This design comes from an exercise in tuning for small area and a short achievable clock period on the open sky130 flow, not from production work. Where RTL was checked, it was by simulation tests only, not by an equivalence proof against the original. The RTL of runs 2 and 3 was laid out without a check of its function. Power is estimated from default activity; no workload was simulated.

## flow/design.v (module list and top-level ports; edited modules follow where they fit)
// module fp32_mul: 1482 lines
// module fp32_mul_fa: 7 lines
// module fp32_mul_ha: 7 lines
module fp32_mul (
    input wire          clk         ,
    input wire          rst_n       ,
    input wire [31:0]   a           ,        
    input wire [31:0]   b           ,        
    input wire          in_valid    ,        
    output reg          out_valid   ,        
    output reg [31:0]   result               
);
  // ...
==> flow/flow/run.sh <==
#!/bin/bash
# The standard layout (standard.sh) with two changes: the ports are buffered
# by buf_2 cells instead of the default delay buffers, and the setup repair
# aims for a slack of 6.15 ns. Synthesis is unchanged.
set -euo pipefail
sed "s/SETUP_SLACK_MARGIN=[0-9.]*/SETUP_SLACK_MARGIN=6.15/" standard.sh > standard_margin.sh
bash standard_margin.sh BUFFER_PORTS_ARGS="-buffer_cell sky130_fd_sc_hd__buf_2" finish > flow_make.log 2>&1
==> flow/standard.sh <==
#!/bin/bash
# synth_recipe.tcl (not shown) runs the flow's synth.tcl, then flattens the netlist and writes it again
# the make line also repeats each setting of config.mk as NAME=value (left out here)
make -C /OpenROAD-flow-scripts/flow DESIGN_CONFIG=/design/flow/config.mk WORK_HOME=/design/flow/orfs CLKGATE_MAP_FILE= SYNTH_SCRIPT=/design/flow/synth_recipe.tcl "${@:-finish}"
==> flow/config.mk <==
export PLATFORM = sky130hd
export DESIGN_NAME = fp32_mul
export DESIGN_NICKNAME = fp32_mul
export VERILOG_FILES = /design/flow/design.v
export SDC_FILE = /design/flow/constraint.sdc
export NUM_CORES = 4
export LEC_CHECK = 0
export ABC_AREA = 1
export CAP_MARGIN = 10
export CORE_MARGIN = 2
export CORE_UTILIZATION = 40
export SETUP_SLACK_MARGIN = 5
export SLEW_MARGIN = 10
export SYNTH_HIERARCHICAL = 1
export SYNTH_MINIMUM_KEEP_SIZE = 0
export TNS_END_PERCENT = 10
==> flow/constraint.sdc <==
create_clock -name core_clock -period 10.0 [get_ports {clk}]
set_input_delay 2.0000 -clock core_clock [delete_from_list [all_inputs] [get_ports {clk}]]
set_output_delay 2.0000 -clock core_clock [all_outputs]
set_load 0.01 [all_outputs]
==> results_dict.tcl, run 1 <==
set metrics [dict create \
    pin_count 100 \
    synth-main-ff-cell "dfxtp_1" \
    crit_buf_inv 5 \
    grt_use_met1_pct 33.1 \
    final_cell_mix "456 x nand2_1, 287 x xor2_1, 280 x o22ai_1, 253 x fa_1, 240 x inv_1" \
    cp-start-kind "flip-flop" \
    n_tap_cell 704 \
    worst-setup-path-type "flip-flop to flip-flop" \
    ctsRootBufferMaster "clkbuf_16" \
    fin_nets 3283 \
    crit_required_ps 10350 \
    seq_share_pct 14.4 \
    setup_viol 0 \
    drtAntennaViolNets 0 \
    cts-resized-gates 173 \
    top_usage_layer "met2" \
    p_total_mw 7.36 \
    mostFrequentLayoutCell "nand2_1" \
    clock_skew_ps 20.3 \
    final_cells 3555 \
    status "finished clean" \
    synth-edff-count 0 \
    numSequentialCells 183 \
    rsz0062_at_grt "yes" \
    met2_usage_pct 41.4 \
    layout-drive-gt1-share_pct 16.1 \
    grt_max_degree 31 \
    cp.depth 12 \
    yosysMostFrequentCell "nand2_1" \
    synth_top_area_share_pct 24.2 \
    dp_hpwl_um 49900 \
    p_clk_share_pct 8.9 \
    post-route-util_pct 46.7 \
    grt_pass1_wl_um 115000 \
    postLayoutSetupSlackWorst_ps 5980 \
    post-cts-setup-buffer-count 29 \
    total_leakage_power_nw 11.1 \
    synth-seq-cells 183 \
    dieArea_mm2 0.0571 \
    drcViolationCount 0 \
    cts_buffers 17 \
]
==> run 2, diff against run 1 <==
--- a/flow/design.v
+++ b/flow/design.v
@@ -1286,179 +1286,100 @@
     assign cc[26] = sg4_25 | (sp4_25 & cin);
     assign cc[27] = sg4_26 | (sp4_26 & cin);
     assign cc[28] = sg4_27 | (sp4_27 & cin);
     assign cc[29] = sg4_28 | (sp4_28 & cin);
     assign cc[30] = sg4_29 | (sp4_29 & cin);
     wire [29:0] qa = pp ^ cc[29:0];
     wire [25:0] q = qa[29:4];        
     wire        h    = q[25];
-    wire        inc0 = q[0] & (s2_sticky | q[1]);
-    wire        inc1 = q[1] & (q[0] | s2_sticky | q[2]);
-    wire [24:0] t0, t1;            
-    wire ta0_1 = q[2] & q[1];
-    wire ta0_3 = q[4] & q[3];
-    wire ta0_5 = q[6] & q[5];
-    wire ta0_7 = q[8] & q[7];
-    wire ta0_9 = q[10] & q[9];
-    wire ta0_11 = q[12] & q[11];
-    wire ta0_13 = q[14] & q[13];
-    wire ta0_15 = q[16] & q[15];
-    wire ta0_17 = q[18] & q[17];
-    wire ta0_19 = q[20] & q[19];
-    wire ta0_21 = q[22] & q[21];
-    wire ta0_23 = q[24] & q[23];
-    wire ta1_2 = q[3] & ta0_1;
+    wire [23:0] sg   = h ? q[25:2] : q[24:1];
+    wire        gbit = h ? q[1] : q[0];
+    wire        sbit = (h & q[0]) | s2_sticky;
+    wire        rinc = gbit & (sbit | sg[0]);
+    wire [24:0] t0;                
+    wire ta0_1 = sg[1] & sg[0];
+    wire ta0_3 = sg[3] & sg[2];
+    wire ta0_5 = sg[5] & sg[4];
+    wire ta0_7 = sg[7] & sg[6];
+    wire ta0_9 = sg[9] & sg[8];
+    wire ta0_11 = sg[11] & sg[10];
+    wire ta0_13 = sg[13] & sg[12];
+    wire ta0_15 = sg[15] & sg[14];
+    wire ta0_17 = sg[17] & sg[16];
+    wire ta0_19 = sg[19] & sg[18];
+    wire ta0_21 = sg[21] & sg[20];
+    wire ta0_23 = sg[23] & sg[22];
+    wire ta1_2 = sg[2] & ta0_1;
     wire ta1_3 = ta0_3 & ta0_1;
-    wire ta1_6 = q[7] & ta0_5;
+    wire ta1_6 = sg[6] & ta0_5;
     wire ta1_7 = ta0_7 & ta0_5;
-    wire ta1_10 = q[11] & ta0_9;
+    wire ta1_10 = sg[10] & ta0_9;
     wire ta1_11 = ta0_11 & ta0_9;
-    wire ta1_14 = q[15] & ta0_13;
+    wire ta1_14 = sg[14] & ta0_13;
     wire ta1_15 = ta0_15 & ta0_13;
-    wire ta1_18 = q[19] & ta0_17;
+    wire ta1_18 = sg[18] & ta0_17;
     wire ta1_19 = ta0_19 & ta0_17;
-    wire ta1_22 = q[23] & ta0_21;
+    wire ta1_22 = sg[22] & ta0_21;
     wire ta1_23 = ta0_23 & ta0_21;
-    wire ta2_4 = q[5] & ta1_3;
+    wire ta2_4 = sg[4] & ta1_3;
     wire ta2_5 = ta0_5 & ta1_3;
     wire ta2_6 = ta1_6 & ta1_3;
     wire ta2_7 = ta1_7 & ta1_3;
-    wire ta2_12 = q[13] & ta1_11;
+    wire ta2_12 = sg[12] & ta1_11;
     wire ta2_13 = ta0_13 & ta1_11;
     wire ta2_14 = ta1_14 & ta1_11;
     wire ta2_15 = ta1_15 & ta1_11;
-    wire ta2_20 = q[21] & ta1_19;
+    wire ta2_20 = sg[20] & ta1_19;
     wire ta2_21 = ta0_21 & ta1_19;
     wire ta2_22 = ta1_22 & ta1_19;
     wire ta2_23 = ta1_23 & ta1_19;
-    wire ta3_8 = q[9] & ta2_7;
+    wire ta3_8 = sg[8] & ta2_7;
     wire ta3_9 = ta0_9 & ta2_7;
     wire ta3_10 = ta1_10 & ta2_7;
     wire ta3_11 = ta1_11 & ta2_7;
     wire ta3_12 = ta2_12 & ta2_7;
     wire ta3_13 = ta2_13 & ta2_7;
     wire ta3_14 = ta2_14 & ta2_7;
     wire ta3_15 = ta2_15 & ta2_7;
-    wire ta4_16 = q[17] & ta3_15;
+    wire ta4_16 = sg[16] & ta3_15;
     wire ta4_17 = ta0_17 & ta3_15;
     wire ta4_18 = ta1_18 & ta3_15;
     wire ta4_19 = ta1_19 & ta3_15;
     wire ta4_20 = ta2_20 & ta3_15;
     wire ta4_21 = ta2_21 & ta3_15;
     wire ta4_22 = ta2_22 & ta3_15;
     wire ta4_23 = ta2_23 & ta3_15;
-    wire tb0_1 = q[3] & q[2];
-    wire tb0_3 = q[5] & q[4];
-    wire tb0_5 = q[7] & q[6];
-    wire tb0_7 = q[9] & q[8];
-    wire tb0_9 = q[11] & q[10];
-    wire tb0_11 = q[13] & q[12];
-    wire tb0_13 = q[15] & q[14];
-    wire tb0_15 = q[17] & q[16];
-    wire tb0_17 = q[19] & q[18];
-    wire tb0_19 = q[21] & q[20];
-    wire tb0_21 = q[23] & q[22];
-    wire tb0_23 = q[25] & q[24];
-    wire tb1_2 = q[4] & tb0_1;
-    wire tb1_3 = tb0_3 & tb0_1;
-    wire tb1_6 = q[8] & tb0_5;
-    wire tb1_7 = tb0_7 & tb0_5;
-    wire tb1_10 = q[12] & tb0_9;
-    wire tb1_11 = tb0_11 & tb0_9;
-    wire tb1_14 = q[16] & tb0_13;
-    wire tb1_15 = tb0_15 & tb0_13;
-    wire tb1_18 = q[20] & tb0_17;
-    wire tb1_19 = tb0_19 & tb0_17;
-    wire tb1_22 = q[24] & tb0_21;
-    wire tb1_23 = tb0_23 & tb0_21;
-    wire tb2_4 = q[6] & tb1_3;
-    wire tb2_5 = tb0_5 & tb1_3;
-    wire tb2_6 = tb1_6 & tb1_3;
-    wire tb2_7 = tb1_7 & tb1_3;
-    wire tb2_12 = q[14] & tb1_11;
-    wire tb2_13 = tb0_13 & tb1_11;
-    wire tb2_14 = tb1_14 & tb1_11;
-    wire tb2_15 = tb1_15 & tb1_11;
-    wire tb2_20 = q[22] & tb1_19;
-    wire tb2_21 = tb0_21 & tb1_19;
-    wire tb2_22 = tb1_22 & tb1_19;
-    wire tb2_23 = tb1_23 & tb1_19;
-    wire tb3_8 = q[10] & tb2_7;
-    wire tb3_9 = tb0_9 & tb2_7;
-    wire tb3_10 = tb1_10 & tb2_7;
-    wire tb3_11 = tb1_11 & tb2_7;
-    wire tb3_12 = tb2_12 & tb2_7;
-    wire tb3_13 = tb2_13 & tb2_7;
-    wire tb3_14 = tb2_14 & tb2_7;
-    wire tb3_15 = tb2_15 & tb2_7;
-    wire tb4_16 = q[18] & tb3_15;
-    wire tb4_17 = tb0_17 & tb3_15;
-    wire tb4_18 = tb1_18 & tb3_15;
-    wire tb4_19 = tb1_19 & tb3_15;
-    wire tb4_20 = tb2_20 & tb3_15;
-    wire tb4_21 = tb2_21 & tb3_15;
-    wire tb4_22 = tb2_22 & tb3_15;
-    wire tb4_23 = tb2_23 & tb3_15;
     assign t0[0] = 1'b1;
-    assign t1[0] = 1'b1;
-    assign t0[1] = q[1];
-    assign t1[1] = q[2];
+    assign t0[1] = sg[0];
     assign t0[2] = ta0_1;
-    assign t1[2] = tb0_1;
     assign t0[3] = ta1_2;
-    assign t1[3] = tb1_2;
     assign t0[4] = ta1_3;
-    assign t1[4] = tb1_3;
     assign t0[5] = ta2_4;
-    assign t1[5] = tb2_4;
     assign t0[6] = ta2_5;
-    assign t1[6] = tb2_5;
     assign t0[7] = ta2_6;
-    assign t1[7] = tb2_6;
     assign t0[8] = ta2_7;
-    assign t1[8] = tb2_7;
     assign t0[9] = ta3_8;
-    assign t1[9] = tb3_8;
     assign t0[10] = ta3_9;
-    assign t1[10] = tb3_9;
     assign t0[11] = ta3_10;
-    assign t1[11] = tb3_10;
     assign t0[12] = ta3_11;
-    assign t1[12] = tb3_11;
     assign t0[13] = ta3_12;
-    assign t1[13] = tb3_12;
     assign t0[14] = ta3_13;
-    assign t1[14] = tb3_13;
     assign t0[15] = ta3_14;
-    assign t1[15] = tb3_14;
     assign t0[16] = ta3_15;
-    assign t1[16] = tb3_15;
     assign t0[17] = ta4_16;
-    assign t1[17] = tb4_16;
     assign t0[18] = ta4_17;
-    assign t1[18] = tb4_17;
     assign t0[19] = ta4_18;
-    assign t1[19] = tb4_18;
     assign t0[20] = ta4_19;
-    assign t1[20] = tb4_19;
     assign t0[21] = ta4_20;
-    assign t1[21] = tb4_20;
     assign t0[22] = ta4_21;
-    assign t1[22] = tb4_21;
     assign t0[23] = ta4_22;
-    assign t1[23] = tb4_22;
     assign t0[24] = ta4_23;
-    assign t1[24] = tb4_23;
-    wire [22:0] m0 = q[23:1] ^ ({23{inc0}} & t0[22:0]);
-    wire [22:0] m1 = q[24:2] ^ ({23{inc1}} & t1[22:0]);
-    wire        co0 = inc0 & t0[24];
-    wire        co1 = inc1 & t1[24];
-    wire [22:0] mant = h ? m1 : m0;
-    wire        rco  = h ? co1 : co0;
+    wire [22:0] mant = sg[22:0] ^ ({23{rinc}} & t0[22:0]);
+    wire        rco  = rinc & t0[24];
     wire [9:0]  e_p1 = s2_e + 10'd1;
     wire [9:0]  e_p2 = s2_e + 10'd2;
     wire        le0  = s2_e[9] | (s2_e == 10'd0);        
     wire        lem1 = s2_e[9];                           
     wire        ge255 = ~s2_e[9] & (s2_e >= 10'd255);
     wire        ge254 = ~s2_e[9] & (s2_e >= 10'd254);
     wire        ge253 = ~s2_e[9] & (s2_e >= 10'd253);
     wire        unf  = h ? lem1 : le0;
==> flow/flow/run.sh (replaced) <==
#!/bin/bash
# The standard layout (standard.sh) with two changes: the ports are buffered
# by buf_2 cells instead of the default delay buffers, and the setup repair
# aims for a slack of 6 ns. Synthesis is unchanged.
set -euo pipefail
sed "s/SETUP_SLACK_MARGIN=[0-9.]*/SETUP_SLACK_MARGIN=6/" standard.sh > standard_margin.sh
bash standard_margin.sh BUFFER_PORTS_ARGS="-buffer_cell sky130_fd_sc_hd__buf_2" finish > flow_make.log 2>&1
==> flow/config.mk (replaced) <==
export PLATFORM = sky130hd
export DESIGN_NAME = fp32_mul
export DESIGN_NICKNAME = fp32_mul
export VERILOG_FILES = /design/flow/design.v
export SDC_FILE = /design/flow/constraint.sdc
export NUM_CORES = 4
export LEC_CHECK = 0
export ABC_AREA = 1
export CAP_MARGIN = 20
export CORE_MARGIN = 2
export CORE_UTILIZATION = 40
export SETUP_SLACK_MARGIN = 5
export SLEW_MARGIN = 20
export SYNTH_HIERARCHICAL = 1
export SYNTH_MINIMUM_KEEP_SIZE = 0
export TNS_END_PERCENT = 10
==> run 2 against run 1 <==
Still clean on timing, DRC and antenna; worst hold slack lost 1.9 ps; largest cell class unchanged; via count shrank 4.9%; highest routed layer is now met4; critical endpoint is now s2_hb[15]; sequential cell count stayed put; synthesized area fell by 2.7%; largest power group unchanged.
==> results_dict.tcl, run 2 <==
set metrics [dict create \
    status "finished clean" \
    drtIter0Drc 1925 \
    dp.cells 3319 \
    ctsHoldBuffers 0 \
    die_w_um 236 \
    maxSlewViolCount 0 \
    finalCritPeriodShare_pct 42.3 \
    hold_viol 0 \
    largestRegisters "s2_hb x60, result x32" \
    cp-start-kind "flip-flop" \
    tightest_slew_ps 979 \
    post-route-util_pct 48.2 \
    synth-edff-count 0 \
    ctsRootBufferMaster "clkbuf_16" \
    rsz0062_at_grt "yes" \
    yosysMostFrequentCell "nand2_1" \
    first_global_vias 19900 \
    total_leakage_power_nw 11.2 \
    grt_pass1_wl_um 109000 \
    async_flop_share_pct 1.64 \
    cts_buffer_depth 2 \
    yosys_warnings 7 \
    first_pass_iters 6 \
    layout_min_cycle_time_ps 4230 \
    power_density_mw_per_mm2 319 \
    synth-seq-cells 183 \
    rrSetupSlack_ps 5770 \
    portBuffers 99 \
    clk_latency_ps 470 \
    route.vias.total 20000 \
    synthTopCellsByArea "fa_1 25%, dfxtp_1 17%, xor2_1 11%, o22ai_1 8.3%, nand2_1 8.1%" \
    cts_buffers 17 \
    p_total_mw 8.15 \
    fp.dieH_um 236 \
    fmax_mhz 237 \
    crit_required_ps 10330 \
    synth_top_area_share_pct 24.8 \
    cts_sinks 183 \
    routed_via_density 5.78 \
    track_usage_pct 24.6 \
    core_mm2 0.0529 \
    netlist_instances 2641 \
    cts_tree "built" \
    crit_buf_inv 1 \
    grt_max_degree 32 \
    regMostFlops "s2_hb" \
    slew-limit-headroom_pct 34.3 \
    setup_tns_ps 0 \
    pin_count 100 \
    critical_path.slowest_cell "inv_1" \
    final_cells 3462 \
    cpMostUsedCell "fa_1" \
    antenna_cells 0 \
    clock_skew_ps 18.2 \
    maxCapViolations 0 \
    wl_um 70700 \
    dieArea_mm2 0.0557 \
    cp_slowest_stage_delay_ps 740 \
    initial_core_util_pct 40.7 \
    netlist_top_cells_count "464 x nand2_1, 287 x o22ai_1, 279 x xor2_1" \
    cp.arrival_ps 4560 \
    yosys.area.top_type "fa_1" \
    mostFrequentLayoutCell "nand2_1" \
    worst_ir_drop_vdd_mv 0.181 \
    setup_viol 0 \
    crit_chain "inv_1, o22ai_1, xor2_1, fa_1, fa_1, fa_1, fa_1, fa_1" \
    routedWlPerCell_um 20.4 \
    drcViolationCount 0 \
    clkTransAtPathRegs_ps 70 \
    fin_nets 3206 \
    worst-setup-path-type "flip-flop to flip-flop" \
    final_cell_mix "396 x nand2_1, 287 x o22ai_1, 279 x xor2_1, 265 x fa_1, 255 x inv_1" \
    ys_types 57 \
    crit_family "adder cells" \
    crit_fanout 23 \
    rows 84 \
    hp-class "flip-flop to flip-flop" \
    endpoint_kind "flip-flop" \
    synthesis.area_mm2 0.0215 \
    gp_congestion 0.880 \
    synth-main-ff-cell "dfxtp_1" \
    yosysSeqAreaShare_pct 17.1 \
    syn_to_final_growth_pct 18.5 \
    htreeDepth 4 \
    layout-drive-gt1-share_pct 19.0 \
    avgSynthCellArea_um2 8.15 \
    largest_reg_flops 60 \
    antenna_found_initial 0 \
    grt_overflow 0 \
    drtAntennaViolNets 0 \
    dp_hpwl_um 47500 \
]
-- run 2: cell types whose count changed after synthesis, moves of 9 or more --
cell | before | now
nand4_1 | 78 | 61
inv_1 | 254 | 265
nand2_1 | 491 | 464
inv_2 | 19 | 7
a21oi_2 | 15 | 2
nor2_1 | 150 | 141
nand3_1 | 113 | 72
-- run 2: cell type report --
cell class,count,area [um^2]
clock inverters,11,131
fillers,4912,27400
multi-input cells,2043,17400
inverters,282,1110
clock buffers,20,457
repair buffers,225,1730
flip-flops and latches,183,3710
well taps,688,861
repair inverters,10,62.6
-- run 2: final timing paths --
kind,startpoint,end,depth (start not counted)
max in group asynchronous,rst_n,s2_valid,1
min in group asynchronous,rst_n,s1_valid,1
max reg2reg,s1_xf[21],s2_hb[15],8
min,s1_sign,s2_sign,0
max,s1_xf[21],s2_hb[15],8
min reg2reg,s1_sign,s2_sign,0
-- run 2: per-module statistics from Yosys (local to each module, per instance) --
module       cells  area (um^2)  flops+latches  times used
fp32_mul      2345        15800            183           1
fp32_mul_fa      1         20.0              0         264
fp32_mul_ha      1         12.5              0          32
-- run 2: what timing repair did --
action	in CTS	in global routing
resized for setup	214	107
pin swaps	56	44
gates cloned	15	10
setup endpoints to repair	131	124
hold endpoints to repair	0	0
buffers inserted	60	27
-- run 2: where the power goes --
part | internal (mW) | leakage (nW) | switching (mW)
combinational | 2.70 | 9.38 | 3.58
sequential | 1.06 | 1.55 | 0.137
clock | 0.365 | 0.287 | 0.313
-- run 2: stage by stage --
stage          hold WS, ps  instance area [um^2]  setup WS [ps]
2_1_floorplan          310                 21600           5950
3_3_place_gp           313                 22600           4550
3_5_place_dp           312                 22600           4490
4_1_cts                330                 24800           5810
5_1_grt                345                 25500           5660
6_report               331                 25500           5770
-- run 2: logic make-up after synthesis --
family | after synthesis | share of synthesized area (%)
simple gates | 838 | 17.5
compound gates | 517 | 14.7
buf+inv | 436 | 7.75
fa+ha+maj | 377 | 31.2
xor+xnor | 288 | 11.7
flops | 183 | 17.1
other cells | 2 | 0.0349
-- run 2: metal layers --
layer | track usage, % | wire length [um] | vias to the layer above | part of all wire, %
li1 | - | - | 9072 | -
met1 | 32.8 | 29900 | 9758 | 42
met2 | 39.1 | 32200 | 991 | 46
met3 | 3.98 | 5400 | 203 | 7.6
met4 | 11.5 | 3170 | 0 | 4.5
met5 | 0 | 0 | - | 0
==> run 3, diff against run 2 <==
==> flow/flow/run.sh (replaced) <==
#!/bin/bash
# The standard layout (standard.sh) with two changes: the ports are buffered
# by buf_2 cells instead of the default delay buffers, and the setup repair
# aims for a slack of 6.15 ns. Synthesis is unchanged.
set -euo pipefail
sed "s/SETUP_SLACK_MARGIN=[0-9.]*/SETUP_SLACK_MARGIN=6.15/" standard.sh > standard_margin.sh
bash standard_margin.sh BUFFER_PORTS_ARGS="-buffer_cell sky130_fd_sc_hd__buf_2" finish > flow_make.log 2>&1
==> run 3 against run 2 <==
Still clean; first-iteration DRC count grew 1.7%; critical path depth grew 24; critical path type unchanged; cell area grew 3.3%.
==> results_dict.tcl, run 3 <==
set metrics [dict create \
    ctsHoldBuffers 0 \
    fin_nets 3241 \
    status "finished clean" \
    clk_latency_ps 510 \
    hp-class "flip-flop to flip-flop" \
    grt_max_degree 28 \
    regMostFlops "s2_hb" \
    combPwrFrac_pct 76.7 \
    synthTopCellsByArea "fa_1 25%, dfxtp_1 17%, xor2_1 11%, o22ai_1 8.3%, nand2_1 8.1%" \
    avgSynthCellArea_um2 8.15 \
    dieArea_mm2 0.0557 \
    gp_congestion 0.870 \
    ctsRootBufferMaster "clkbuf_16" \
    antenna_cells 0 \
    p_total_mw 8.22 \
    cts_buffer_depth 2 \
    crit_family "buffers and inverters" \
    worst_ir_drop_vdd_mv 0.193 \
    die_w_um 236 \
    pin_count 100 \
    crit_required_ps 10380 \
    cts_tree "built" \
    p_clk_share_pct 8.7 \
    grt_pass1_wl_um 115000 \
    cts_sinks 183 \
    critical_path.slowest_cell "dfxtp_2" \
    synth_top_area_share_pct 24.8 \
    final_cell_mix "394 x nand2_1, 280 x o22ai_1, 279 x xor2_1, 246 x inv_1, 246 x fa_1" \
    p_int_mw 4.14 \
    first_pass_iters 5 \
    cp.arrival_ps 4570 \
    power_frac_seq_pct 14.6 \
    maxCapViolations 0 \
    core_mm2 0.0529 \
    rsz0062_at_grt "yes" \
    routedWlPerCell_um 21.3 \
    pre_cts_ws_ps 4730 \
    fp.dieH_um 236 \
    netlist_instances 2641 \
    yosys_warnings 7 \
    cts_buffers 17 \
    netlist_top_cells_count "464 x nand2_1, 287 x o22ai_1, 279 x xor2_1" \
    largestRegisters "s2_hb x60, result x32" \
    htreeDepth 4 \
    drtAntennaViolNets 0 \
    syn_to_final_growth_pct 22.4 \
    finalCritPeriodShare_pct 41.9 \
    clock_skew_ps 16.9 \
    layout_min_cycle_time_ps 4190 \
    cp-start-kind "flip-flop" \
    post-route-util_pct 49.8 \
    power_density_mw_per_mm2 312 \
    setup_viol 0 \
    drcViolationCount 0 \
    synth-seq-cells 183 \
    tightest_slew_ps 1030 \
    yosys.area.top_type "fa_1" \
    crit_buf_inv 17 \
    yosysMostFrequentCell "nand2_1" \
    ys_types 57 \
    total_leakage_power_nw 11.6 \
    cp_slowest_stage_delay_ps 340 \
    synthesis.area_mm2 0.0215 \
    routed_via_density 5.86 \
    rows 84 \
    postLayoutSetupSlackWorst_ps 5810 \
    track_usage_pct 26.5 \
    synth-main-ff-cell "dfxtp_1" \
    fmax_mhz 239 \
    portBuffers 99 \
    async_flop_share_pct 1.64 \
    route.vias.total 20500 \
    mostFrequentLayoutCell "nand2_1" \
    endpoint_kind "flip-flop" \
    first_global_vias 20500 \
    worst-setup-path-type "flip-flop to flip-flop" \
    slew-limit-headroom_pct 30.6 \
    wl_um 74600 \
    drtIter0Drc 1957 \
    initial_core_util_pct 40.7 \
    whs_ps 332 \
    cpMostUsedCell "buf_4" \
    yosysSeqAreaShare_pct 17.1 \
    hold_viol 0 \
    crit_fanout 7 \
    layout-drive-gt1-share_pct 22.0 \
    setup_tns_ps 0 \
    dp_hpwl_um 47500 \
    p_sw_mw 4.07 \
    grt_overflow 0 \
    netSwitchingFraction_pct 49.6 \
    synth-edff-count 0 \
    largest_reg_flops 60 \
    antenna_found_initial 0 \
    maxSlewViolCount 0 \
    clkTransAtPathRegs_ps 90 \
]
==> run 3: cells by family after synthesis <==
group / Yosys count / share of synthesized area (%)
buffers and inverters: 436 / 7.75
adder cells (fa/ha/maj): 377 / 31.2
other: 2 / 0.0349
AND/OR/NAND/NOR: 838 / 17.5
XOR/XNOR: 288 / 11.7
AO/OA/AOI/OAI: 517 / 14.7
flip-flops: 183 / 17.1
==> run 3: per-module statistics from Yosys (local to each module, per instance) <==
module	times used	flip-flops and latches	area [um^2]
fp32_mul	1	183	15800
fp32_mul_fa	264	0	20.0
fp32_mul_ha	32	0	12.5
==> run 3: what timing repair did <==
action	in CTS	in global routing
pin swaps	75	67
gates cloned	35	4
setup endpoints to repair	136	125
gates resized for setup	307	83
buffers inserted	89	19
==> run 3: per-stage QoR <==
step | area [um^2] | std cells
4_1_cts | 25800 | 3475
6_report | 26300 | 3498
2_1_floorplan | 21600 | 2652
3_5_place_dp | 22600 | 3319
3_3_place_gp | 22600 | 3319
5_1_grt | 26300 | 3498
==> run 3: path summary, 6_finish.rpt <==
kind / from / to / slack (ps) / cells after the start
min: s1_sign / s2_sign / 330 / 0
max in group asynchronous: rst_n / s2_valid / 8630 / 1
min reg2reg: s1_sign / s2_sign / 330 / 0
min in group asynchronous: rst_n / s1_valid / 1270 / 1
max reg2reg: s2_hb[34] / result[3] / 5810 / 32
max: s2_hb[34] / result[3] / 5810 / 32
==> run 3: final cells by class <==
cell class | instances | area (um^2)
Sequential cell | 183 | 3730
Clock inverter | 15 | 220
Tap cell | 688 | 861
Multi-Input combinational cell | 2048 | 17700
Fill cell | 4893 | 26500
Clock buffer | 17 | 425
Timing Repair Buffer | 253 | 2180
Timing Repair inverter | 12 | 75.1
Inverter | 282 | 1130
==> run 3: power groups by stage <==
stage / sequential (mW) / clock (mW) / combinational, mW
CTS: 1.18 / 0.739 / 5.88
detailed placement: 1.15 / 0 / 5.07
finish: 1.20 / 0.718 / 6.30
global placement: 1.15 / 0 / 4.92
floorplan: 1.16 / 0 / 3.77
global route: 1.22 / 0.766 / 7.07
==> run 3: layer usage <==
metal / vias to the layer above / GRT usage [%] / part of all wire (%)
li1: 9153 / - / -
met5: - / 0 / 0
met3: 268 / 6.52 / 9.4
met1: 9965 / 33.6 / 40
met4: 0 / 14.9 / 5.7
met2: 1121 / 41.3 / 45

[port drivers added, routing unchanged]
No port has a modelled driver above. Below, the same layouts with a new extraction and two added sets of constraints.
Step 1: set_driving_cell puts a clkbuf_16 on clk and a buf_2 on each other input, an assumption about the parent block.
Step 2, shift: input delay + t, output delay - t, t = (earliest + latest rising clock arrival at the registers) / 2. This alone moves slack from input paths to output paths.
Slacks: no drivers / after step 1 / after step 2; pairs: no drivers / after step 1.
run | t (ns) | setup slack, ns | hold WS [ns] | worst setup path after step 2 | pins driven straight from the clock port
run 1 | 0.546 | 5.984 / 5.984 / 5.606 | 0.332 / 0.332 / 0.332 | input to register | 1
run 2 | 0.518 | 5.774 / 5.774 / 5.471 | 0.331 / 0.331 / 0.331 | input to register | 1
run 3 | 0.554 | 5.813 / 5.813 / 5.395 | 0.332 / 0.332 / 0.332 | input to register | 1
After both steps setup and hold are still met in every run listed. For run 3, which loses most, drivers alone change the setup slack by 0.000 ns; drivers and shift together by -0.418 ns.
